This design comes from an exercise in tuning for small area, a short achievable clock period and few clock cycles on the open sky130 flow, not from production work.
In this exercise RTL edits were held to simulation tests only and were not proved equivalent to the original.
No activity file was given, so power comes from the tool's default toggle rates.

==> flow/design.v <==
`timescale 1ns / 1ps
module ALU(
    in1,
    in2,
    out,
    sel
    );
input [3:0] sel;
input [31:0] in1, in2;
output [31:0] out;
reg [31:0] out;
parameter ADD = 4'd0;
parameter SUB = 4'd1;
parameter XOR = 4'd2;
parameter OR  = 4'd3;
parameter AND = 4'd4;
parameter SLL = 4'd5;
parameter SRL = 4'd6;
parameter SRA = 4'd7;
parameter USLT= 4'd8;
parameter SLT = 4'd9;
parameter COPYB = 4'd10;
always @(*) 
begin
    out <= 32'd0;
    case (sel)
    ADD:
        out <= in1 + in2;
    SUB:
        out <= in1 - in2;
    XOR:
        out <= in1 ^ in2;
    OR:
        out <= in1 | in2;
    AND:
        out <= in1 & in2;
    SLL:
        out <= in1 << in2[4:0];
    SRL:
        out <= in1 >> in2[4:0];
    SRA:
        out <= $signed(in1) >>> in2[4:0];
    USLT:
        out <= ( in1 < in2) ? 32'd1 : 32'd0;
    SLT:
        out <= ( $signed(in1) < $signed(in2)) ? 32'd1 : 32'd0;
    COPYB:
        out <= in2;
    endcase
end
endmodule
`timescale 1ns / 1ps
module add_4(
    in,
    out
    );
input [31:0] in;
output [31:0] out;
reg [31:0] out;
always @(*)
begin
    out = in + 32'd4;
end
endmodule
`timescale 1ns / 1ps
module branch_comp(
    inA,
    inB,
    BrUn,
    BrEq,
    BrLT
    );
input [31:0] inA, inB;
input BrUn;
output BrEq, BrLT;
reg BrEq, BrLT;
always @(*)
begin
case (BrUn)
    1'b0:
        begin
            BrEq = (inA == inB) ? 1'b1 : 1'b0;
            BrLT = ($signed(inA) < $signed(inB)) ? 1'b1 : 1'b0;
        end
    1'b1:
        begin
            BrEq = (inA == inB) ? 1'b1 : 1'b0;
            BrLT = (inA <  inB) ? 1'b1 : 1'b0;
        end
endcase
end
endmodule
`timescale 1ns / 1ps
module control(
    inst,
    BrEq,
    BrLT,
    PCSel,
    ImmSel,
    RegWen,
    BrUn,
    BSel,
    ASel,
    ALUSel,
    MemRW,
    WBSel,
    RSel,
    WSel
    );
input [31:0] inst;
input BrEq, BrLT;
output reg PCSel, ASel, BSel, MemRW, BrUn, RegWen;
output reg [1:0] WSel, WBSel;
output reg [2:0] RSel, ImmSel;
output reg [3:0] ALUSel;
parameter IMM_R_TYPE = 3'd5;
parameter IMM_B_TYPE = 3'd2;
parameter IMM_I_TYPE = 3'd0;
parameter IMM_S_TYPE = 3'd1;
parameter IMM_U_TYPE = 3'd3;
parameter IMM_J_TYPE = 3'd4;
parameter BEQ = 3'b000;
parameter BNE = 3'b001;
parameter BLT = 3'b100;
parameter BGE = 3'b101;
parameter BLTU = 3'b110;
parameter BGEU = 3'b111;
parameter SB = 3'b000;
parameter SH = 3'b001;
parameter SW = 3'b010;
parameter LB = 3'b000;
parameter LH = 3'b001;
parameter LW = 3'b010;
parameter LBU = 3'b100;
parameter LHU = 3'b101;
parameter R_TYPE = 5'b01100;
parameter B_TYPE = 5'b11000;
parameter I_CAL = 5'b00100;
parameter I_LOAD = 5'b00000;
parameter S_TYPE = 5'b01000;
parameter LUI_TYPE = 5'b01101;
parameter AUIPC_TYPE = 5'b00101;
parameter JAL_TYPE = 5'b11011;
parameter JALR_TYPE = 5'b11001;
parameter ADD = 4'd0;
parameter SUB = 4'd1;
parameter XOR = 4'd2;
parameter OR  = 4'd3;
parameter AND = 4'd4;
parameter SLL = 4'd5;
parameter SRL = 4'd6;
parameter SRA = 4'd7;
parameter USLT= 4'd8;
parameter SLT = 4'd9;
parameter COPYB = 4'd10;
always @(*)
begin
PCSel <= 1'b0;
ASel <= 1'b0;
BSel <= 1'b0;
MemRW <= 1'b0;
BrUn <= 1'b0;
RegWen <= 1'b0;
WSel <= 2'd0;
WBSel <= 2'd0;
RSel <= 3'd0;
ImmSel <= 3'd0;
ALUSel <= 4'd0;
case (inst[6:2])
    R_TYPE:
    begin
        PCSel <= 1'b0; 
        ImmSel <= IMM_R_TYPE;
        RegWen <= 1'b1;
        BSel <= 1'b0;
        ASel <= 1'b0;
        MemRW <= 1'b0;
        WBSel <= 2'd1;
        case (inst[14:12])
        3'b000:  
            case (inst[30])
            1'b0: ALUSel <= ADD;  
            1'b1: ALUSel <= SUB;  
            endcase
        3'b001: ALUSel <= SLL;  
        3'b010: ALUSel <= SLT;  
        3'b011: ALUSel <= USLT;  
        3'b100: ALUSel <= XOR;  
        3'b101: 
            case(inst[30])
            1'b0: ALUSel <= SRL;   
            1'b1: ALUSel <= SRA;  
            endcase
        3'b110: ALUSel <= OR;  
        3'b111: ALUSel <= AND;  
        endcase
    end
    I_CAL:
    begin
        PCSel <= 1'b0;
        ImmSel <= IMM_I_TYPE;
        RegWen <= 1'b1;
        BSel <= 1'b1;
        ASel <= 1'b0;
        MemRW <= 1'b0;
        WBSel <= 2'd1;
        case (inst[14:12])
        3'b000: ALUSel <= ADD;  
        3'b010: ALUSel <= SLT;  
        3'b011: ALUSel <= USLT;  
        3'b100: ALUSel <= XOR;  
        3'b110: ALUSel <= OR;  
        3'b101: 
            case(inst[30])
            1'b0: ALUSel <= SRL;  
            1'b1: ALUSel <= SRA;  
            endcase
        3'b001: ALUSel <= SLL;  
        3'b111: ALUSel <= AND;  
        endcase
    end
    B_TYPE:
    begin
        MemRW <= 1'b0;
        ALUSel <= ADD;
        ASel <= 1'b1;
        BSel <= 1'b1;
        RegWen <= 1'b0;
        ImmSel <= IMM_B_TYPE;
        case (inst[14:12])
        BEQ:
        begin
            BrUn <= 1'b0;
            PCSel <= BrEq;
        end
        BNE:
        begin
            BrUn <= 1'b0;
            PCSel <= ~BrEq;
        end
        BLT:
        begin
            BrUn <= 1'b0;
            PCSel <= BrLT;
        end
        BGE:
        begin
            BrUn <= 1'b0;
            PCSel <= ~BrLT;
        end
        BLTU:
        begin
            BrUn <= 1'b1;
            PCSel <= BrLT;
        end
        BGEU:
        begin
            BrUn <= 1'b1;
            PCSel <= ~BrLT;
        end
        endcase
    end
    I_LOAD:
    begin
        PCSel <= 1'b0;
        ImmSel <= IMM_I_TYPE;
        RegWen <= 1'b1;
        BSel <= 1'b1;
        ASel <= 1'b0;
        MemRW <= 1'b0;
        WBSel <= 2'd0;
        ALUSel <= ADD;
        case (inst[14:12])
        LB: RSel <= 3'd2;
        LH: RSel <= 3'd1;
        LW: RSel <= 3'd0;
        LBU: RSel <= 3'd4;
        LHU: RSel <= 3'd3;
        endcase
    end
    S_TYPE:
    begin
        PCSel <= 1'b0;
        ImmSel <= IMM_S_TYPE;
        RegWen <= 1'b0;
        BSel <= 1'b1;
        ASel <= 1'b0;
        MemRW <= 1'b1;
        ALUSel <= ADD;
        case (inst[14:12])
        SB: WSel <= 2'd2;
        SH: WSel <= 2'd1;
        SW: WSel <= 2'd0;
        endcase
    end
    LUI_TYPE:
    begin
        ImmSel <= IMM_U_TYPE;
        RegWen <= 1'b1;
        BSel <= 1'b1;
        WBSel <= 2'd1;
        ALUSel <= COPYB;
    end
    AUIPC_TYPE:
    begin
        ImmSel <= IMM_U_TYPE;
        RegWen <= 1'b1;
        BSel <= 1'b1;
        ASel <= 1'b1;
        WBSel <= 2'd1;
        ALUSel <= ADD;
    end
    JAL_TYPE:
    begin
        PCSel <= 1'b1;
        ImmSel <= IMM_J_TYPE;
        RegWen <= 1'b1;
        BSel <= 1'b1;
        ASel <= 1'b1;
        MemRW <= 1'b0;
        WBSel <= 2'd2;
        ALUSel <= ADD;
    end
    JALR_TYPE:
    begin
        PCSel <= 1'b1;
        ImmSel <= IMM_I_TYPE;
        RegWen <= 1'b1;
        BSel <= 1'b1;
        ASel <= 1'b0;
        MemRW <= 1'b0;
        WBSel <= 2'd2;
        ALUSel <= ADD;
    end
    default:
    begin
        MemRW <= 1'b0;
    end
endcase
end
endmodule
`timescale 1ns / 1ps
module forwarding_pipeline6(
    instF,
    instD,
    instD2,
    instX,
    instM,
    instW,
    validF,
    validD,
    validD2,
    validX,
    validM,
    validW,
    Abypass_sel,
    Bbypass_sel,
    stallF_req
    );
input [31:0] instD, instD2, instX, instM, instW, instF;
input validF, validD, validD2, validX, validM, validW;
output reg stallF_req;
output reg [1:0] Abypass_sel, Bbypass_sel;
wire we_bypassF, we_stallF, re1F, re2F;
wire [4:0] rs1F, rs2F, wsF;
w   wF(.inst(instF), .we_bypass(we_bypassF), .we_stall(we_stallF), .ws(wsF));
r   rF(.inst(instF), .re1(re1F), .re2(re2F), .rs1(rs1F), .rs2(rs2F));
wire we_bypassD, we_stallD, re1D, re2D;
wire [4:0] rs1D, rs2D, wsD;
w   wD(.inst(instD), .we_bypass(we_bypassD), .we_stall(we_stallD), .ws(wsD));
r   rD(.inst(instD), .re1(re1D), .re2(re2D), .rs1(rs1D), .rs2(rs2D));
wire we_bypassD2, we_stallD2, re1D2, re2D2;
wire [4:0] rs1D2, rs2D2, wsD2;
w   wD2(.inst(instD2), .we_bypass(we_bypassD2), .we_stall(we_stallD2), .ws(wsD2));
r   rD2(.inst(instD2), .re1(re1D2), .re2(re2D2), .rs1(rs1D2), .rs2(rs2D2));
wire we_bypassX, we_stallX, re1X, re2X;
wire [4:0] rs1X, rs2X, wsX;
w   wX(.inst(instX), .we_bypass(we_bypassX), .we_stall(we_stallX), .ws(wsX));
r   rX(.inst(instX), .re1(re1X), .re2(re2X), .rs1(rs1X), .rs2(rs2X));
wire we_bypassM, we_stallM, re1M, re2M;
wire [4:0] rs1M, rs2M, wsM;
w   wM(.inst(instM), .we_bypass(we_bypassM), .we_stall(we_stallM), .ws(wsM));
r   rM(.inst(instM), .re1(re1M), .re2(re2M), .rs1(rs1M), .rs2(rs2M));
wire we_bypassW, we_stallW, re1W, re2W;
wire [4:0] rs1W, rs2W, wsW;
w   wW(.inst(instW), .we_bypass(we_bypassW), .we_stall(we_stallW), .ws(wsW));
r   rW(.inst(instW), .re1(re1W), .re2(re2W), .rs1(rs1W), .rs2(rs2W));
wire Abypass_XD2, Abypass_MD2, Abypass_WD2;
wire Bbypass_XD2, Bbypass_MD2, Bbypass_WD2;
assign Abypass_XD2 = (rs1D2 == wsX) && (we_bypassX == 1'b1) && (re1D2 == 1'b1) && (wsX != 5'd0) && (validX == 1'b1) && (validD2 == 1'b1);
assign Bbypass_XD2 = (rs2D2 == wsX) && (we_bypassX == 1'b1) && (re2D2 == 1'b1) && (wsX != 5'd0) && (validX == 1'b1) && (validD2 == 1'b1);
assign Abypass_MD2 = (rs1D2 == wsM) && (we_bypassM == 1'b1) && (re1D2 == 1'b1) && (wsM != 5'd0) && (validM == 1'b1) && (validD2 == 1'b1);
assign Bbypass_MD2 = (rs2D2 == wsM) && (we_bypassM == 1'b1) && (re2D2 == 1'b1) && (wsM != 5'd0) && (validM == 1'b1) && (validD2 == 1'b1);
assign Abypass_WD2 = (rs1D2 == wsW) && (we_bypassW == 1'b1) && (re1D2 == 1'b1) && (wsW != 5'd0) && (validW == 1'b1) && (validD2 == 1'b1);
assign Bbypass_WD2 = (rs2D2 == wsW) && (we_bypassW == 1'b1) && (re2D2 == 1'b1) && (wsW != 5'd0) && (validW == 1'b1) && (validD2 == 1'b1);
wire stall_load_A, stall_load_B, stall_load;
assign stall_load_B = (rs2F == wsD) && (we_stallD == 1'b1) && (re2F == 1'b1) && (wsD != 5'd0) && (validF == 1'b1) && (validD == 1'b1) ;
assign stall_load_A = (rs1F == wsD) && (we_stallD == 1'b1) && (re1F == 1'b1) && (wsD != 5'd0) && (validF == 1'b1) && (validD == 1'b1) ;
assign stall_load = stall_load_A | stall_load_B;
always @(*)
begin
    if (Abypass_XD2 == 1'b1) begin
        Abypass_sel = 2'd1;
    end else begin 
        if (Abypass_MD2 == 1'b1) begin
            Abypass_sel = 2'd2;        
        end else begin
            if (Abypass_WD2 == 1'b1) begin
                Abypass_sel = 2'd3;
            end else begin
                Abypass_sel = 2'd0;
            end
        end
    end
    if (Bbypass_XD2 == 1'b1) begin
        Bbypass_sel = 2'd1;
    end else begin 
        if (Bbypass_MD2 == 1'b1) begin
            Bbypass_sel = 2'd2;        
        end else begin
            if (Bbypass_WD2 == 1'b1) begin
                Bbypass_sel = 2'd3;
            end else begin
                Bbypass_sel = 2'd0;
            end
        end
    end
    if (stall_load == 1'b1)
    begin
        stallF_req = 1'b1;
    end else begin
        stallF_req = 1'b0;
    end
end
endmodule
`timescale 1ns / 1ps
module r(
    inst,
    re1,
    re2,
    rs1,
    rs2
    );
input [31:0] inst;
output reg [4:0] rs1, rs2;
output reg re1, re2;
parameter R_TYPE = 5'b01100;
parameter B_TYPE = 5'b11000;
parameter I_CAL = 5'b00100;
parameter I_LOAD = 5'b00000;
parameter S_TYPE = 5'b01000;
parameter LUI_TYPE = 5'b01101;
parameter AUIPC_TYPE = 5'b00101;
parameter JAL_TYPE = 5'b11011;
parameter JALR_TYPE = 5'b11001;
always @(*)
begin
    re1 = 1'b0;
    case (inst[6:2])
    R_TYPE: re1 = 1'b1; 
    I_CAL:  re1 = 1'b1;
    I_LOAD: re1 = 1'b1;
    S_TYPE: re1 = 1'b1;
    B_TYPE: re1 = 1'b1;
    LUI_TYPE: re1 = 1'b0;
    AUIPC_TYPE: re1 = 1'b0;
    JAL_TYPE: re1 = 1'b0;
    JALR_TYPE: re1 = 1'b1;
    endcase
end
always @(*)
begin
    re2 = 1'b0;
    case (inst[6:2])
    R_TYPE: re2 = 1'b1; 
    I_CAL:  re2 = 1'b0;
    I_LOAD: re2 = 1'b0;
    S_TYPE: re2 = 1'b1;
    B_TYPE: re2 = 1'b1;
    LUI_TYPE: re2 = 1'b0;
    AUIPC_TYPE: re2 = 1'b0;
    JAL_TYPE: re2 = 1'b0;
    JALR_TYPE: re2 = 1'b0;
    endcase
end
always @(*)
begin
    rs1 = inst[19:15];
    rs2 = inst[24:20];
end
endmodule
`timescale 1ns / 1ps
module w(
    inst,
    we_bypass,
    we_stall,
    ws
    );
input [31:0] inst;
output reg we_bypass, we_stall;
output reg [4:0] ws;
parameter R_TYPE = 5'b01100;
parameter B_TYPE = 5'b11000;
parameter I_CAL = 5'b00100;
parameter I_LOAD = 5'b00000;
parameter S_TYPE = 5'b01000;
parameter LUI_TYPE = 5'b01101;
parameter AUIPC_TYPE = 5'b00101;
parameter JAL_TYPE = 5'b11011;
parameter JALR_TYPE = 5'b11001;
always @(*)
begin
    we_bypass = 1'b0;
    case (inst[6:2])
    R_TYPE: we_bypass = 1'b1; 
    I_CAL:  we_bypass = 1'b1;
    I_LOAD: we_bypass = 1'b1;
    S_TYPE: we_bypass = 1'b0;
    B_TYPE: we_bypass = 1'b0;
    LUI_TYPE: we_bypass = 1'b1;  
    AUIPC_TYPE: we_bypass = 1'b1;  
    JAL_TYPE: we_bypass = 1'b1;
    JALR_TYPE: we_bypass = 1'b1;  
    endcase
end
always @(*)
begin
    we_stall = 1'b0;
    case (inst[6:2])
    R_TYPE: we_stall = 1'b0; 
    I_CAL:  we_stall = 1'b0;
    I_LOAD: we_stall = 1'b1;
    S_TYPE: we_stall = 1'b0;
    B_TYPE: we_stall = 1'b0;
    LUI_TYPE: we_stall = 1'b0;  
    AUIPC_TYPE: we_stall = 1'b0;  
    JAL_TYPE: we_stall = 1'b1; 
    JALR_TYPE: we_stall = 1'b1; 
    endcase
end
always @(*)
begin
    ws = inst[11:7];
end
endmodule
`timescale 1ns / 1ps
module imm_gen(
    ImmSel,
    inst,
    imm
    );
input [31:0] inst;
input [2:0] ImmSel;
output [31:0] imm;
reg [31:0] imm;
parameter R_TYPE = 3'd5;
parameter B_TYPE = 3'd2;
parameter I_TYPE = 3'd0;
parameter S_TYPE = 3'd1;
parameter U_TYPE = 3'd3;
parameter J_TYPE = 3'd4;
always @(*)
begin
imm = 32'd0;
case (ImmSel)
    R_TYPE: imm[31:0] = {31'd0}; 
    B_TYPE: imm[31:0] = {{20{inst[31]}}, {inst[7]}, {inst[30:25]}, {inst[11:8]}, {1'b0}};
    I_TYPE: imm[31:0] = {{20{inst[31]}}, {inst[31:20]}};
    S_TYPE: imm[31:0] = {{20{inst[31]}}, {inst[31:25]}, {inst[11:7]}};
    U_TYPE: imm[31:0] = {inst[31:12], {12'd0}};
    J_TYPE: imm[31:0] = {{12{inst[31]}}, inst[19:12], inst[20], inst[30:21], {1'b0}};
endcase
end
endmodule
`timescale 1ns / 1ps
module mux(
    in0,
    in1,
    sel,
    out
    );
input [31:0] in1, in0;
output [31:0] out;
input sel;
reg [31:0] out;
always @(*)
begin
    case (sel)
    0: out <= in0;
    1: out <= in1;
    endcase
end
endmodule
`timescale 1ns / 1ps
module mux4(
    in0,
    in1,
    in2,
    in3,
    sel,
    out
    );
input [31:0] in0, in1, in2, in3;
input [1:0] sel;
output [31:0] out;
reg [31:0] out;
always @(*)
begin
case (sel)
    2'd0: out <= in0;
    2'd1: out <= in1;
    2'd2: out <= in2;
    2'd3: out <= in3;
endcase
end
endmodule
`timescale 1ns / 1ps
module mux8(
    in0,
    in1,
    in2,
    in3,
    in4,
    in5,
    in6,
    in7,
    sel,
    out
    );
input [31:0] in0, in1, in2, in3, in4, in5, in6, in7;
input [2:0] sel;
output reg [31:0] out;
always @(*)
begin
    case (sel)
    3'd0: out <= in0;
    3'd1: out <= in1;
    3'd2: out <= in2;
    3'd3: out <= in3;
    3'd4: out <= in4;
    3'd5: out <= in5;
    3'd6: out <= in6;
    3'd7: out <= in7;
    endcase
end
endmodule
`timescale 1ns / 1ps
module pipeline6_branch(
    clk,
    rst,
    pnjD2,
    predict_not_jump,
    instF,
    instD,
    instD2,
    instX,
    validF,
    validD,
    validD2,
    validX,
    killD_req_next,
    killD2_req_next,
    killX_req_next,
    PCSel_F,
    PCSel_D2,
    PCSel_F_out
);
input [31:0] instF, instD, instD2, instX;
input validF, validD, validD2, validX, PCSel_F, PCSel_D2, clk, rst, pnjD2;
output reg killD_req_next, killD2_req_next;
output reg killX_req_next;
output reg [2:0] PCSel_F_out;
parameter R_TYPE = 5'b01100;
parameter B_TYPE = 5'b11000;
parameter I_CAL = 5'b00100;
parameter I_LOAD = 5'b00000;
parameter S_TYPE = 5'b01000;
parameter LUI_TYPE = 5'b01101;
parameter AUIPC_TYPE = 5'b00101;
parameter JAL_TYPE = 5'b11011;
parameter JALR_TYPE = 5'b11001;
reg [1:0] state;
output reg predict_not_jump;
reg return_jump;
reg return_valid;
always @(*)
begin
return_jump = 1'b0;
return_valid = 1'b0;
killD_req_next = 1'b0;
killD2_req_next = 1'b0;
killX_req_next = 1'b0;
PCSel_F_out = 3'd0;
case ({{validD2}, {validX}})
2'b00: begin
    return_valid = 1'b0;
    case (instF[6:2])
    JAL_TYPE: begin
        killD_req_next = 1'b0;
        killD2_req_next = 1'b0;
        killX_req_next = 1'b0;
        PCSel_F_out = 3'd1;  
    end
    JALR_TYPE: begin
        killD_req_next = 1'b0;
        killD2_req_next = 1'b0;
        killX_req_next = 1'b0;
        PCSel_F_out = 3'd0;  
    end
    B_TYPE: begin
        PCSel_F_out = {{2'd0}, ~predict_not_jump}; 
        killD_req_next = 1'b0;
        killD2_req_next = 1'b0;
        killX_req_next = 1'b0;
    end
    default: begin
        killD_req_next = 1'b0;
        killD2_req_next = 1'b0;
        killX_req_next = 1'b0;
        if (PCSel_F == 1'b0) begin
            PCSel_F_out = 3'd0; 
        end else begin
            PCSel_F_out = 3'd1; 
        end
    end
    endcase
end
2'b01: begin
    return_valid = 1'b0;
    case (instX[6:2])
    JALR_TYPE: begin
        killD_req_next = 1'b1;
        killD2_req_next = 1'b1;
        killX_req_next = 1'b1;
        PCSel_F_out = 3'd2;  
    end
    default: begin
        case (instF[6:2])
        JAL_TYPE: begin
            killD_req_next = 1'b0;
            killD2_req_next = 1'b0;
            killX_req_next = 1'b0;
            PCSel_F_out = 3'd1;  
        end
        JALR_TYPE: begin
            killD_req_next = 1'b0;
            killD2_req_next = 1'b0;
            killX_req_next = 1'b0;
            PCSel_F_out = 3'd0;  
        end
        B_TYPE: begin
            PCSel_F_out = {{2'd0}, ~predict_not_jump}; 
            killD_req_next = 1'b0;
            killD2_req_next = 1'b0;
            killX_req_next = 1'b0;
        end
        default: begin
            killD_req_next = 1'b0;
            killD2_req_next = 1'b0;
            killX_req_next = 1'b0;
            if (PCSel_F == 1'b0) begin
                PCSel_F_out = 3'd0; 
            end else begin
                PCSel_F_out = 3'd1; 
            end
        end
        endcase
    end
    endcase
end
2'b10: begin
    case (instD2[6:2])
    B_TYPE: begin
        return_valid = 1'b1;
        if (PCSel_D2 == 1'b1) begin  
            return_jump = 1'b1;
            if (pnjD2 == 1'b1) begin 
                killD_req_next = 1'b1;
                killD2_req_next = 1'b1;
                killX_req_next = 1'b0;
                PCSel_F_out = 3'd3;  
            end else begin
                case (instF[6:2])
                JAL_TYPE: begin
                    killD_req_next = 1'b0;
                    killD2_req_next = 1'b0;
                    killX_req_next = 1'b0;
                    PCSel_F_out = 3'd1;  
                end
                JALR_TYPE: begin
                    killD_req_next = 1'b0;
                    killD2_req_next = 1'b0;
                    killX_req_next = 1'b0;
                    PCSel_F_out = 3'd0;  
                end
                B_TYPE: begin
                    PCSel_F_out = {{2'd0}, ~predict_not_jump}; 
                    killD_req_next = 1'b0;
                    killD2_req_next = 1'b0;
                    killX_req_next = 1'b0;
                end
                default: begin
                    killD_req_next = 1'b0;
                    killD2_req_next = 1'b0;
                    killX_req_next = 1'b0;
                    if (PCSel_F == 1'b0) begin
                        PCSel_F_out = 3'd0; 
                    end else begin
                        PCSel_F_out = 3'd1; 
                    end
                end
                endcase 
            end
        end else begin  
            return_jump = 1'b0;
            if (pnjD2 == 1'b1) begin
                case (instF[6:2])
                JAL_TYPE: begin
                    killD_req_next = 1'b0;
                    killD2_req_next = 1'b0;
                    killX_req_next = 1'b0;
                    PCSel_F_out = 3'd1;  
                end
                JALR_TYPE: begin
                    killD_req_next = 1'b0;
                    killD2_req_next = 1'b0;
                    killX_req_next = 1'b0;
                    PCSel_F_out = 3'd0;  
                end
                B_TYPE: begin
                    PCSel_F_out = {{2'd0}, ~predict_not_jump}; 
                    killD_req_next = 1'b0;
                    killD2_req_next = 1'b0;
                    killX_req_next = 1'b0;
                end
                default: begin
                    killD_req_next = 1'b0;
                    killD2_req_next = 1'b0;
                    killX_req_next = 1'b0;
                    if (PCSel_F == 1'b0) begin
                        PCSel_F_out = 3'd0; 
                    end else begin
                        PCSel_F_out = 3'd1; 
                    end
                end
                endcase
            end else begin  
                killD_req_next = 1'b1;
                killD2_req_next = 1'b1;
                killX_req_next = 1'b0;
                PCSel_F_out = 3'd4;  
            end
        end
    end
    default: begin
        return_valid = 1'b0;
        case (instF[6:2])
        JAL_TYPE: begin
            killD_req_next = 1'b0;
            killD2_req_next = 1'b0;
            killX_req_next = 1'b0;
            PCSel_F_out = 3'd1;  
        end
        JALR_TYPE: begin
            killD_req_next = 1'b0;
            killD2_req_next = 1'b0;
            killX_req_next = 1'b0;
            PCSel_F_out = 3'd0;  
        end
        B_TYPE: begin
            PCSel_F_out = {{2'd0}, ~predict_not_jump}; 
            killD_req_next = 1'b0;
            killD2_req_next = 1'b0;
            killX_req_next = 1'b0;
        end
        default: begin
            killD_req_next = 1'b0;
            killD2_req_next = 1'b0;
            killX_req_next = 1'b0;
            if (PCSel_F == 1'b0) begin
                PCSel_F_out = 3'd0; 
            end else begin
                PCSel_F_out = 3'd1; 
            end
        end
        endcase
    end
    endcase
end
2'b11: begin
case (instX[6:2])
    JALR_TYPE: begin
        return_valid = 1'b0;
        killD_req_next = 1'b1;
        killD2_req_next = 1'b1;
        killX_req_next = 1'b1;
        PCSel_F_out = 3'd2;  
    end
    default: begin
        case (instD2[6:2])
        B_TYPE: begin
            return_valid = 1'b1;
            if (PCSel_D2 == 1'b1) begin  
                return_jump = 1'b1;
                if (pnjD2 == 1'b1) begin
                    killD_req_next = 1'b1;
                    killD2_req_next = 1'b1;
                    killX_req_next = 1'b0;
                    PCSel_F_out = 3'd3;  
                end else begin
                    case (instF[6:2])
                    JAL_TYPE: begin
                        killD_req_next = 1'b0;
                        killD2_req_next = 1'b0;
                        killX_req_next = 1'b0;
                        PCSel_F_out = 3'd1;  
                    end
                    JALR_TYPE: begin
                        killD_req_next = 1'b0;
                        killD2_req_next = 1'b0;
                        killX_req_next = 1'b0;
                        PCSel_F_out = 3'd0;  
                    end
                    B_TYPE: begin
                        PCSel_F_out = {{2'd0}, ~predict_not_jump}; 
                        killD_req_next = 1'b0;
                        killD2_req_next = 1'b0;
                        killX_req_next = 1'b0;
                    end
                    default: begin
                        killD_req_next = 1'b0;
                        killD2_req_next = 1'b0;
                        killX_req_next = 1'b0;
                        if (PCSel_F == 1'b0) begin
                            PCSel_F_out = 3'd0; 
                        end else begin
                            PCSel_F_out = 3'd1; 
                        end
                    end
                    endcase
                end
            end else begin  
                return_jump = 1'b0;
                if (pnjD2 == 1'b1) begin
                    case (instF[6:2])
                    JAL_TYPE: begin
                        killD_req_next = 1'b0;
                        killD2_req_next = 1'b0;
                        killX_req_next = 1'b0;
                        PCSel_F_out = 3'd1;  
                    end
                    JALR_TYPE: begin
                        killD_req_next = 1'b0;
                        killD2_req_next = 1'b0;
                        killX_req_next = 1'b0;
                        PCSel_F_out = 3'd0;  
                    end
                    B_TYPE: begin
                        PCSel_F_out = {{2'd0}, ~predict_not_jump}; 
                        killD_req_next = 1'b0;
                        killD2_req_next = 1'b0;
                        killX_req_next = 1'b0;
                    end
                    default: begin
                        killD_req_next = 1'b0;
                        killD2_req_next = 1'b0;
                        killX_req_next = 1'b0;
                        if (PCSel_F == 1'b0) begin
                            PCSel_F_out = 3'd0; 
                        end else begin
                            PCSel_F_out = 3'd1; 
                        end
                    end
                    endcase
                end else begin
                    killD_req_next = 1'b1;
                    killD2_req_next = 1'b1;
                    killX_req_next = 1'b0;
                    PCSel_F_out = 3'd4;  
                end
            end
        end
        default: begin
            return_valid = 1'b0;
            case (instF[6:2])
            JAL_TYPE: begin
                killD_req_next = 1'b0;
                killD2_req_next = 1'b0;
                killX_req_next = 1'b0;
                PCSel_F_out = 3'd1;  
            end
            JALR_TYPE: begin
                killD_req_next = 1'b0;
                killD2_req_next = 1'b0;
                killX_req_next = 1'b0;
                PCSel_F_out = 3'd0;  
            end
            B_TYPE: begin
                PCSel_F_out = {{2'd0}, ~predict_not_jump}; 
                killD_req_next = 1'b0;
                killD2_req_next = 1'b0;
                killX_req_next = 1'b0;
            end
            default: begin
                killD_req_next = 1'b0;
                killD2_req_next = 1'b0;
                killX_req_next = 1'b0;
                if (PCSel_F == 1'b0) begin
                    PCSel_F_out = 3'd0; 
                end else begin
                    PCSel_F_out = 3'd1; 
                end
            end
            endcase
        end
        endcase
    end
endcase
end
endcase
end
always @(posedge clk)
begin
if (rst == 1'b1) begin
    state <= 2'd0;
    predict_not_jump <= 1'b0;
end else if (return_valid == 1'b1) begin
    case (state)
    2'd0: begin
        if (return_jump == 1'b1) begin
            state <= 2'd0;
            predict_not_jump <= 0;
        end else begin
            state <= 2'd1;
            predict_not_jump <= 0;
        end
    end
    2'd1: begin
        if (return_jump == 1'b1) begin
            state <= 2'd0;
            predict_not_jump <= 0;
        end else begin
            state <= 2'd2;
            predict_not_jump <= 1;
        end    
    end
    2'd2: begin
        if (return_jump == 1'b1) begin
            state <= 2'd3;
            predict_not_jump <= 1;
        end else begin
            state <= 2'd2;
            predict_not_jump <= 1;
        end    
    end
    2'd3: begin
        if (return_jump == 1'b1) begin
            state <= 2'd0;
            predict_not_jump <= 0;
        end else begin
            state <= 2'd2;
            predict_not_jump <= 1;
        end    
    end
    endcase
end
end
endmodule
`timescale 1ns / 1ps
module pipeline_reg(
    clk,
    rst,
    in,
    out,
    stall
    );
input clk, rst, stall;
input [31:0] in;
output reg [31:0] out;
always @(posedge clk)
begin
    if (rst == 1'b1)
    out <= 32'd0;
    else if (stall == 1'b0)
    out <= in;
end
endmodule
`timescale 1ns / 1ps
module regs(
    data_D,
    addr_D,
    addr_A,
    addr_B,
    Wen,
    clk,
    data_A,
    data_B
    );
input [31:0] data_D;
input [4:0] addr_D, addr_A, addr_B;
input Wen, clk;
output [31:0] data_A, data_B;
reg [31:0] rd_A, rd_B;
reg [31:0] reg_file [31:0];
integer i;
always @(*)
begin
    case (addr_A)
        5'd00: rd_A <= reg_file[00];
        5'd01: rd_A <= reg_file[01];
        5'd02: rd_A <= reg_file[02];
        5'd03: rd_A <= reg_file[03];
        5'd04: rd_A <= reg_file[04];
        5'd05: rd_A <= reg_file[05];
        5'd06: rd_A <= reg_file[06];
        5'd07: rd_A <= reg_file[07];
        5'd08: rd_A <= reg_file[08];
        5'd09: rd_A <= reg_file[09];
        5'd10: rd_A <= reg_file[10];
        5'd11: rd_A <= reg_file[11];
        5'd12: rd_A <= reg_file[12];
        5'd13: rd_A <= reg_file[13];
        5'd14: rd_A <= reg_file[14];
        5'd15: rd_A <= reg_file[15];
        5'd16: rd_A <= reg_file[16];
        5'd17: rd_A <= reg_file[17];
        5'd18: rd_A <= reg_file[18];
        5'd19: rd_A <= reg_file[19];
        5'd20: rd_A <= reg_file[20];
        5'd21: rd_A <= reg_file[21];
        5'd22: rd_A <= reg_file[22];
        5'd23: rd_A <= reg_file[23];
        5'd24: rd_A <= reg_file[24];
        5'd25: rd_A <= reg_file[25];
        5'd26: rd_A <= reg_file[26];
        5'd27: rd_A <= reg_file[27];
        5'd28: rd_A <= reg_file[28];
        5'd29: rd_A <= reg_file[29];
        5'd30: rd_A <= reg_file[30];
        5'd31: rd_A <= reg_file[31];
    endcase
    case (addr_B)
        5'd00: rd_B <= reg_file[00];
        5'd01: rd_B <= reg_file[01];
        5'd02: rd_B <= reg_file[02];
        5'd03: rd_B <= reg_file[03];
        5'd04: rd_B <= reg_file[04];
        5'd05: rd_B <= reg_file[05];
        5'd06: rd_B <= reg_file[06];
        5'd07: rd_B <= reg_file[07];
        5'd08: rd_B <= reg_file[08];
        5'd09: rd_B <= reg_file[09];
        5'd10: rd_B <= reg_file[10];
        5'd11: rd_B <= reg_file[11];
        5'd12: rd_B <= reg_file[12];
        5'd13: rd_B <= reg_file[13];
        5'd14: rd_B <= reg_file[14];
        5'd15: rd_B <= reg_file[15];
        5'd16: rd_B <= reg_file[16];
        5'd17: rd_B <= reg_file[17];
        5'd18: rd_B <= reg_file[18];
        5'd19: rd_B <= reg_file[19];
        5'd20: rd_B <= reg_file[20];
        5'd21: rd_B <= reg_file[21];
        5'd22: rd_B <= reg_file[22];
        5'd23: rd_B <= reg_file[23];
        5'd24: rd_B <= reg_file[24];
        5'd25: rd_B <= reg_file[25];
        5'd26: rd_B <= reg_file[26];
        5'd27: rd_B <= reg_file[27];
        5'd28: rd_B <= reg_file[28];
        5'd29: rd_B <= reg_file[29];
        5'd30: rd_B <= reg_file[30];
        5'd31: rd_B <= reg_file[31];
    endcase
end
assign data_A = (addr_A == 5'd0) ? 32'd0 : ((Wen == 1'b1) && (addr_D == addr_A)) ? data_D : rd_A;
assign data_B = (addr_B == 5'd0) ? 32'd0 : ((Wen == 1'b1) && (addr_D == addr_B)) ? data_D : rd_B;
always @(posedge clk)
begin
    if (Wen == 1'b1)
        begin
            case (addr_D)
                5'd00: ; 
                5'd01: reg_file[01]  <= data_D[31:0]; 
                5'd02: reg_file[02]  <= data_D[31:0]; 
                5'd03: reg_file[03]  <= data_D[31:0]; 
                5'd04: reg_file[04]  <= data_D[31:0]; 
                5'd05: reg_file[05]  <= data_D[31:0]; 
                5'd06: reg_file[06]  <= data_D[31:0]; 
                5'd07: reg_file[07]  <= data_D[31:0]; 
                5'd08: reg_file[08]  <= data_D[31:0]; 
                5'd09: reg_file[09]  <= data_D[31:0]; 
                5'd10: reg_file[10]  <= data_D[31:0]; 
                5'd11: reg_file[11]  <= data_D[31:0]; 
                5'd12: reg_file[12]  <= data_D[31:0]; 
                5'd13: reg_file[13]  <= data_D[31:0]; 
                5'd14: reg_file[14]  <= data_D[31:0]; 
                5'd15: reg_file[15]  <= data_D[31:0]; 
                5'd16: reg_file[16]  <= data_D[31:0]; 
                5'd17: reg_file[17]  <= data_D[31:0]; 
                5'd18: reg_file[18]  <= data_D[31:0]; 
                5'd19: reg_file[19]  <= data_D[31:0]; 
                5'd20: reg_file[20]  <= data_D[31:0]; 
                5'd21: reg_file[21]  <= data_D[31:0]; 
                5'd22: reg_file[22]  <= data_D[31:0]; 
                5'd23: reg_file[23]  <= data_D[31:0]; 
                5'd24: reg_file[24]  <= data_D[31:0]; 
                5'd25: reg_file[25]  <= data_D[31:0]; 
                5'd26: reg_file[26]  <= data_D[31:0]; 
                5'd27: reg_file[27]  <= data_D[31:0]; 
                5'd28: reg_file[28]  <= data_D[31:0]; 
                5'd29: reg_file[29]  <= data_D[31:0]; 
                5'd30: reg_file[30]  <= data_D[31:0]; 
                5'd31: reg_file[31]  <= data_D[31:0]; 
            endcase
        end
end
endmodule
`timescale 1ps / 1ps
module pipeline_6(
    clk,
    rst,
    imem_addr,
    imem_rdata,
    dmem_addr,
    dmem_wdata,
    dmem_wmask,
    dmem_we,
    dmem_rdata
);
input clk, rst;
output [31:0] imem_addr;
input  [31:0] imem_rdata;
output [31:0] dmem_addr;
output [31:0] dmem_wdata;
output [3:0]  dmem_wmask;
output        dmem_we;
input  [31:0] dmem_rdata;
wire [31:0] instF, instD, instD2, instX, instM, instW;
wire [31:0] pc_in, pcF, pcD, pcD2, pcX, pcM, pcW;
parameter ADD = 4'd0;
wire stallF_req, PCSel_F;
wire [31:0] pc_plus4_out, immF, PC_Imm_F;
wire [2:0] imm_sel;
wire [2:0] PCSel_F_out;
wire [4:0] rsAD, rsBD;
wire [31:0] rsA_out, rsB_out, PC_Imm_D, pcD_4, immD;
wire stallD = 1'b0;
wire br_eq_D2, br_lt_D2, br_un_D2, BSel, ASel, PCSel_D2;
wire stallD2 = 1'b0;
wire [31:0] Bout_D2, Aout_D2, Bbypass_out, Abypass_out, PC_Imm_D2, immD2, rsB_out_D2, rsA_out_D2, pcD2_4;
wire [1:0] Abypass_sel, Bbypass_sel;
wire [31:0] Aout_X, Bout_X, ALUout_X, Bbypass_out_X, pcX_4;
wire [3:0] ALUSel;
wire stallX = 1'b0;
wire [31:0] wbout_M, dmem_out_M, Bbypass_out_M, ALUout_M, pcM_4;
wire [1:0] WBSel, WSel;
wire DMEM_Wen;
wire [2:0] RSel ;
wire stallM = 1'b0;
wire [31:0] wbout_W;
wire [4:0] rdW;
wire RegWen;
wire stallW = 1'b0;
wire predict_not_jump;
reg pnjD, pnjD2;
reg validF, validD, validD2, validX, validM, validW;
wire killD_req_next, killD2_req_next, killX_req_next;
mux8 PCmux(
    .in0(pc_plus4_out),
    .in1(PC_Imm_F),
    .in2(ALUout_X),
    .in3(PC_Imm_D2),
    .in4(pcD2_4),
    .in5(32'd0),
    .in6(32'd0),
    .in7(32'd0),
    .sel(PCSel_F_out),
    .out(pc_in)
);
wire stallF = stallF_req & ~killD_req_next;
pipeline_reg   PCF   (.clk(clk), .rst(rst), .in(pc_in), .out(pcF), .stall(stallF));   
add_4          PC_F4(.in(pcF), .out(pc_plus4_out));
assign imem_addr = pcF;
assign instF = imem_rdata;
imm_gen        IMM_G( .ImmSel(imm_sel), .inst(instF), .imm(immF));
ALU            ALU_J(.in1(pcF), .in2(immF), .out(PC_Imm_F), .sel(ADD)); 
pipeline_reg   branchD_reg(.clk(clk), .rst(rst), .in(PC_Imm_F),      .out(PC_Imm_D),  .stall(stallD));
pipeline_reg   ImmD_reg   (.clk(clk), .rst(rst), .in(pc_plus4_out),  .out(pcD_4),     .stall(stallD));
pipeline_reg   PCD_reg    (.clk(clk), .rst(rst), .in(pcF),           .out(pcD),       .stall(stallD));   
pipeline_reg   instD_reg  (.clk(clk), .rst(rst), .in(instF),         .out(instD),     .stall(stallD));   
pipeline_reg   immD_reg   (.clk(clk), .rst(rst), .in(immF),          .out(immD),      .stall(stallD));   
assign rsAD = instD[19:15];
assign rsBD = instD[24:20];
regs      REG_FILES (.addr_D(rdW), .data_D(wbout_W),  
                    .addr_A(rsAD), .data_A(rsA_out),
                    .addr_B(rsBD), .data_B(rsB_out),
                    .Wen(RegWen & validW), 
                    .clk(clk) );
pipeline_reg   branch_reg(.clk(clk), .rst(rst), .in(PC_Imm_D),  .out(PC_Imm_D2),   .stall(stallD2));
pipeline_reg   Imm_reg_D2(.clk(clk), .rst(rst), .in(pcD_4),     .out(pcD2_4),      .stall(stallD2));
pipeline_reg   rsA_outD2 (.clk(clk), .rst(rst), .in(rsA_out),   .out(rsA_out_D2),  .stall(stallD2));
pipeline_reg   rsB_outD2 (.clk(clk), .rst(rst), .in(rsB_out),   .out(rsB_out_D2),  .stall(stallD2));
pipeline_reg   ImmD2_reg (.clk(clk), .rst(rst), .in(immD),      .out(immD2),       .stall(stallD2));   
pipeline_reg   PCD2_reg  (.clk(clk), .rst(rst), .in(pcD),       .out(pcD2),        .stall(stallD2));   
pipeline_reg   instD2_reg(.clk(clk), .rst(rst), .in(instD),     .out(instD2),      .stall(stallD2));   
mux4 Abypass_mux (
    .in0(rsA_out_D2),
    .in1(ALUout_X),
    .in2(wbout_M),
    .in3(wbout_W),
    .sel(Abypass_sel),
    .out(Abypass_out)
);
mux4 Bbypass_mux (
    .in0(rsB_out_D2),
    .in1(ALUout_X),
    .in2(wbout_M),
    .in3(wbout_W),
    .sel(Bbypass_sel),
    .out(Bbypass_out)
);
mux Aout(
    .in0(Abypass_out),
    .in1(pcD2),
    .sel(ASel),
    .out(Aout_D2)
);
mux Bout(
    .in0(Bbypass_out),
    .in1(immD2),
    .sel(BSel),
    .out(Bout_D2)
);
branch_comp branch_comp(.inA(Abypass_out), .inB(Bbypass_out), 
                        .BrEq(br_eq_D2), .BrLT(br_lt_D2), .BrUn(br_un_D2));
pipeline_reg   PCX_4_reg (.clk(clk), .rst(rst), .in(pcD2_4),        .out(pcX_4),          .stall(stallX));  
pipeline_reg   Aout_X_reg(.clk(clk), .rst(rst), .in(Aout_D2),       .out(Aout_X),         .stall(stallX));
pipeline_reg   Bout_X_reg(.clk(clk), .rst(rst), .in(Bout_D2),       .out(Bout_X),         .stall(stallX));
pipeline_reg   rsB_outX  (.clk(clk), .rst(rst), .in(Bbypass_out),   .out(Bbypass_out_X),  .stall(stallX));
pipeline_reg   PCX_reg   (.clk(clk), .rst(rst), .in(pcD2),          .out(pcX),            .stall(stallX));   
pipeline_reg   instX_reg (.clk(clk), .rst(rst), .in(instD2),        .out(instX),          .stall(stallX));   
ALU            ALU(.in1(Aout_X), .in2(Bout_X), .out(ALUout_X), .sel(ALUSel));
pipeline_reg   Imm_reg_M (.clk(clk), .rst(rst), .in(pcX_4),         .out(pcM_4),          .stall(stallM));
pipeline_reg   rsA_outM  (.clk(clk), .rst(rst), .in(ALUout_X),      .out(ALUout_M),       .stall(stallM));
pipeline_reg   rsB_outM  (.clk(clk), .rst(rst), .in(Bbypass_out_X), .out(Bbypass_out_M),  .stall(stallM));
pipeline_reg   PCM_reg   (.clk(clk), .rst(rst), .in(pcX),           .out(pcM),            .stall(stallM));   
pipeline_reg   instM_reg (.clk(clk), .rst(rst), .in(instX),         .out(instM),          .stall(stallM));   
assign dmem_addr  = ALUout_M;
assign dmem_we    = DMEM_Wen & validM;
assign dmem_wdata = (WSel == 2'd2) ? {4{Bbypass_out_M[7:0]}} :
                    (WSel == 2'd1) ? {2{Bbypass_out_M[15:0]}} : Bbypass_out_M;
assign dmem_wmask = (WSel == 2'd2) ? (4'b0001 << ALUout_M[1:0]) :
                    (WSel == 2'd1) ? (ALUout_M[1] ? 4'b1100 : 4'b0011) : 4'b1111;
wire [15:0] ld_half = ALUout_M[1] ? dmem_rdata[31:16] : dmem_rdata[15:0];
wire [7:0]  ld_byte = ALUout_M[1] ? (ALUout_M[0] ? dmem_rdata[31:24] : dmem_rdata[23:16])
                                  : (ALUout_M[0] ? dmem_rdata[15:8]  : dmem_rdata[7:0]);
assign dmem_out_M = (RSel == 3'd1) ? {{16{ld_half[15]}}, ld_half} :
                    (RSel == 3'd2) ? {{24{ld_byte[7]}}, ld_byte} :
                    (RSel == 3'd3) ? {16'd0, ld_half} :
                    (RSel == 3'd4) ? {24'd0, ld_byte} : dmem_rdata;
mux4      Wbmux(.in0(dmem_out_M), .in1(ALUout_M), .in2(pcM_4), .in3(32'd0), .out(wbout_M), .sel(WBSel));
pipeline_reg   instW_reg (.clk(clk), .rst(rst), .in(wbout_M),       .out(wbout_W),          .stall(stallW));   
pipeline_reg   rsB_outW  (.clk(clk), .rst(rst), .in(instM),         .out(instW),            .stall(stallW));
assign rdW = instW[11:7];
control   ControlF(
    .BrEq(1'b0),
    .BrLT(1'b0),
    .PCSel(PCSel_F),  
    .inst(instF),
    .ImmSel(imm_sel)
    );
control   ControlD2(
    .PCSel(PCSel_D2),
    .inst(instD2),
    .BrEq(br_eq_D2),
    .BrLT(br_lt_D2),
    .BrUn(br_un_D2),
    .BSel(BSel),
    .ASel(ASel)
    );
control   ControlX(
    .BrEq(1'b0),
    .BrLT(1'b0),
    .inst(instX),
    .ALUSel(ALUSel)
    );
control   ControlM(
    .BrEq(1'b0),
    .BrLT(1'b0),
    .inst(instM),
    .MemRW(DMEM_Wen),
    .RSel(RSel),
    .WSel(WSel),
    .WBSel(WBSel)
    );
control   ControlW(
    .BrEq(1'b0),
    .BrLT(1'b0),
    .inst(instW),
    .RegWen(RegWen)
    );
pipeline6_branch pipeline_branch(
    .clk(clk),
    .rst(rst),
    .pnjD2(pnjD2),
    .predict_not_jump(predict_not_jump),
    .instF(instF),
    .instD(instD),
    .instD2(instD2),
    .instX(instX),
    .validF(validF),
    .validD(validD),
    .validD2(validD2),
    .validX(validX),
    .killD_req_next(killD_req_next),
    .killD2_req_next(killD2_req_next),
    .killX_req_next(killX_req_next),
    .PCSel_F(PCSel_F),
    .PCSel_D2(PCSel_D2),
    .PCSel_F_out(PCSel_F_out)
    );
forwarding_pipeline6 forwarding_pipeline6(
    .instF(instF),
    .instD(instD),
    .instD2(instD2),
    .instX(instX),
    .instM(instM),
    .instW(instW),
    .validF(validF),
    .validD(validD),
    .validD2(validD2),
    .validX(validX),
    .validM(validM),
    .validW(validW),
    .Abypass_sel(Abypass_sel),
    .Bbypass_sel(Bbypass_sel),
    .stallF_req(stallF_req)
    );
always @(posedge clk) begin
  if (rst == 1'b1) begin
    pnjD  <= 1'b0;
    pnjD2 <= 1'b0;
  end else begin
    pnjD  <= predict_not_jump;
    pnjD2 <= pnjD;
  end
end
always @(posedge clk) begin
  if (rst == 1'b1) begin
    validF <= 1'b1;
    validD <= 1'b0;
    validD2 <= 1'b0;
    validX <= 1'b0;
    validM <= 1'b0;
    validW <= 1'b0;
  end else begin
    validF <= 1'b1;
    if ((stallF == 1'b1) || (killD_req_next == 1'b1))
    begin
        validD <= 1'b0;
    end else begin
        validD <= validF;
    end
    if (killD2_req_next == 1'b1) begin
        validD2 <= 1'b0;
    end else begin
        validD2 <= validD;
    end
    if (killX_req_next == 1'b1) begin
        validX <= 1'b0;
    end else begin
        validX <= validD2;
    end
    validM <= validX;
    validW <= validM;
  end
end
endmodule
==> flow/run.sh <==
#!/bin/bash
# synth_recipe.tcl (not shown) runs the flow's synth.tcl, then flattens the netlist and writes it again
# the make line also repeats each setting of config.mk as NAME=value (left out here)
make -C /OpenROAD-flow-scripts/flow DESIGN_CONFIG=/design/flow/config.mk WORK_HOME=/design/flow/orfs CLKGATE_MAP_FILE= SYNTH_SCRIPT=/design/flow/synth_recipe.tcl finish
==> flow/config.mk <==
export PLATFORM = sky130hd
export DESIGN_NAME = pipeline_6
export DESIGN_NICKNAME = pipeline_6
export VERILOG_FILES = /design/flow/design.v
export SDC_FILE = /design/flow/constraint.sdc
export NUM_CORES = 4
export LEC_CHECK = 0
export CAP_MARGIN = 20
export CORE_MARGIN = 2
export CORE_UTILIZATION = 40
export PLACE_DENSITY = 0.6
export SLEW_MARGIN = 20
==> flow/constraint.sdc <==
create_clock -name core_clock -period 10.0 [get_ports {clk}]
set_input_delay 2.0000 -clock core_clock [delete_from_list [all_inputs] [get_ports {clk}]]
set_output_delay 2.0000 -clock core_clock [all_outputs]
set_load 0.01 [all_outputs]
==> notes.md <==
-- power by group through the flow --
stage | Clock (mW) | Combinational (mW) | Sequential [mW]
4_1_cts | 6.78 | 1.83 | 7.80
2_1_floorplan | 0 | 0.988 | 7.88
6_report | 6.80 | 1.93 | 7.81
3_5_place_dp | 0 | 1.82 | 7.96
3_3_place_gp | 0 | 1.81 | 7.95
5_1_grt | 7.07 | 1.97 | 7.82
-- Yosys cell counts, drive strengths merged (63+ instances only) --
cell,instances
nor2b,365
inv,126
nor3,104
edfxtp,992
a21oi,298
a31oi,63
nor2,624
a211oi,78
clkbuf,437
a221oi,258
a222oi,72
a22o,198
a22oi,464
mux2i,156
o211ai,65
and2,101
o21ai,189
nand4,168
ha,163
xnor2,64
nand3,176
dfxtp,704
buf,108
nand2,438
-- layout make-up --
class                      count  area share
tap                         2656      0.0363
antenna                       19    0.000519
sequential                  1696       0.480
inverter                     128     0.00525
clock inverter               102      0.0142
multi-input combinational   4868       0.372
clock buffer                 217      0.0509
timing repair buffer         436      0.0410
-- cell usage in the layout (no fill, tap or decap), types with 72 or more instances in the layout --
cell type	count
buf_4	266
a222oi_1	72
nor3_1	93
a21oi_1	295
o21ai_0	173
nand3_1	175
dfxtp_1	688
inv_1	124
nand4_1	167
and2_1	96
clkdlybuf4s50_1	163
a22o_1	198
a211oi_1	75
a22oi_1	463
clkbuf_16	173
nor2_1	537
nor2b_1	365
nor2_4	83
mux2i_1	156
edfxtp_1	992
nand2_1	437
a221oi_1	256
ha_1	163
-- cells by family (layout without fill, tap and decap cells) --
kind of cell               Yosys count  in the layout  synth area share
DFF                               1696           1696             0.549
adders and majority gates          166            166            0.0263
xor gates and xnor gates           119            119            0.0130
and+or+nand+nor                   2216           2216             0.138
AOI/OAI and AO/OA                 2116           2116             0.199
muxes                              251            251            0.0404
other                                0             19                 0
buffers and inverters              673            883            0.0339
-- path summary, 6_finish.rpt --
kind	end	slack [ns]
max	PCF.out[2]$_SDFFE_PP0N_	0.67
min	Imm_reg_D2.out[17]$_SDFF_PP0_	0.43
max reg2reg	PCF.out[2]$_SDFFE_PP0N_	0.67
min reg2reg	Imm_reg_D2.out[17]$_SDFF_PP0_	0.43
-- routing by layer --
| metal | GRT usage | vias to the layer above | routed length, um |
|---|---|---|---|
| li1 | - | 28094 | - |
| met5 | 0.00213 | - | 212 |
| met3 | 0.137 | 1667 | 61000 |
| met4 | 0.201 | 16 | 28600 |
| met1 | 0.489 | 34525 | 144000 |
| met2 | 0.509 | 6700 | 154000 |
-- worst reg2reg max path: cells and delay by family (launching register included) --
kind	cells	cell delay [ns]
AOI/OAI and AO/OA	9	3.18
and+or+nand+nor	12	2.75
buffers and inverters	5	1.30
adders and majority gates	3	1.18
DFF	1	0.84
==> out/qor.yml <==
status: "finished clean"
coreArea_um2: 199000
grt_max_degree: 94
clockRootBuffer: "clkbuf_16"
seq_area_um2: 43900
antenna_found_initial: 25
end_kind: "flip-flop"
synth_area_leaders: "edfxtp_1 (37%), dfxtp_1 (18%), a22oi_1 (4.4%)"
area_growth_pct: 14.6
syn_nets: 7469
cts_tree: "done"
cp.depth: 29
hp-start: "ImmD_reg.out[17]$_SDFF_PP0_"
p_int_mw: 12.1
tightestPinTransition_ns: 1.32
fin_crit_sh: 0.933
ys_seq_area_frac: 0.549
synth-async-reset-ratio: 0
irDropWorstVdd_mv: 0.183
p_per_area_nw_per_um2: 181
grt_pass1_vias: 65964
cp-startpoint: "Aout_X_reg.out[11]$_SDFF_PP0_"
synth_seq_cells: 1696
fp.dieW_um: 451
path_buf_inv: 5
dr.pass1.iters: 12
worstPathMaxFanout: 13
placedCellCount: 9782
power_mw: 16.5
ys.flop_type: "edfxtp_1"
dp_hpwl_um: 236000
power_switching_mw: 4.48
post_cts_buffers: 0
cts-buffers-inserted: 171
crit-reg2reg-launch: "Aout_X_reg.out[11]$_SDFF_PP0_"
postLayoutCoreUtil: 0.460
grt_pass1_wl_um: 528000
post_layout_nonfiller_instances: 10122
drtIter0Drc: 14185
hold_depth: 1
setup_viol: 0
initial_core_util: 0.401
arrival_ns: 10.07
crit_top_cell: "buf_4"
pwr-share-comb: 0.116
yosysTopAreaCellShare: 0.373
grt_overflow_total: 0
required_ns: 10.73
synthCells: 7237
grt_usage: 0.366
ctsLongestPathBuffers: 3
viasPerCell: 7.01
setup.worst_path.class: "flip-flop to flip-flop"
timing.final.ws_setup_ns: 0.665
io_pins: 167
dpl-instance-area_um2: 85500
cts_resized: 0
drive_gt1_frac: 0.114
r2r_cells: 29
clkPwrFrac: 0.411
nets: 7533
largest_register_ffs: 992
min_period_ns: 9.33
drv_cap: 0
dp_slack_ns: 0.678
crit_slowest_cell: "dfxtp_1"
cts_sinks: 1696
yosysTopAreaCell: "edfxtp_1"
final_area_um2: 91600
pwr-share-seq: 0.473
wire_per_inst_um: 38.3
postSynthAreaPerCell_um2: 11.0
ys_warn_count: 48
tns_ns: 0
crit_family: "compound AO/OA/AOI/OAI gates"
cp_slowest_stage_delay_ns: 0.84
hold_violations: 0
switching_share: 0.271
cp-start-kind: "flip-flop"
holdWs_ns: 0.428
regMostFlops: "REG_FILES.reg_file"
synthDistinctLibCells: 113
htreeDepth: 4
netlist_area_um2: 79900
slew_headroom: 0.116
wirelength_um: 387000
gp_congestion: 1.04
fp-row-count: 164
slew_violations: 0
numPortBuffers: 164
multi_input_area_um2: 34100
hold_buffers: 0
synth-edff-count: 992
fillers: 18104
drc: 0
vias: 71002
clk_latency_ns: 0.88
ant_nets: 0
leakage_nw: 31.9
clk_pin_slew_ns: 0.07
clock_skew_ns: 0.0784
fmax_mhz: 107
rsz0062_at_grt: "false"
die_y_um: 451
dieArea_um2: 203000
min_path_type: "flip-flop to flip-flop"
Testbench counts, summed over its fixed seeds: cycles 181,673.

[static timing again, ports no longer ideal]
The results above use ideal ports. As a check the final layout listed here was re-extracted and re-timed, cells and wires unchanged. Step 1 (the two cells are an assumption about what drives the block):
set clk [get_ports {clk}]
set_driving_cell -lib_cell sky130_fd_sc_hd__clkbuf_16 $clk
set_driving_cell -lib_cell sky130_fd_sc_hd__buf_2 [delete_from_list [all_inputs] $clk]
Step 2 adds t to the input delays and takes it off the output delays; t is the mean of the earliest and latest rising clock arrival at the registers after step 1. Input paths then give back, and output paths get back, about the clock's delay inside the block. Three values: ideal ports, drivers, drivers and shift; two values: the first two.
t (ns): 0.936
slack for setup (ns): 0.665 / 0.665 / 0.309
worst setup path at the end: input to register
worst data-port slew with drivers (ns): 0.05
pins driven straight from the clock port: 1
After both steps this run still meets setup and hold. The setup slack of this run moves by 0.000 ns with the drivers and by -0.356 ns with both steps.
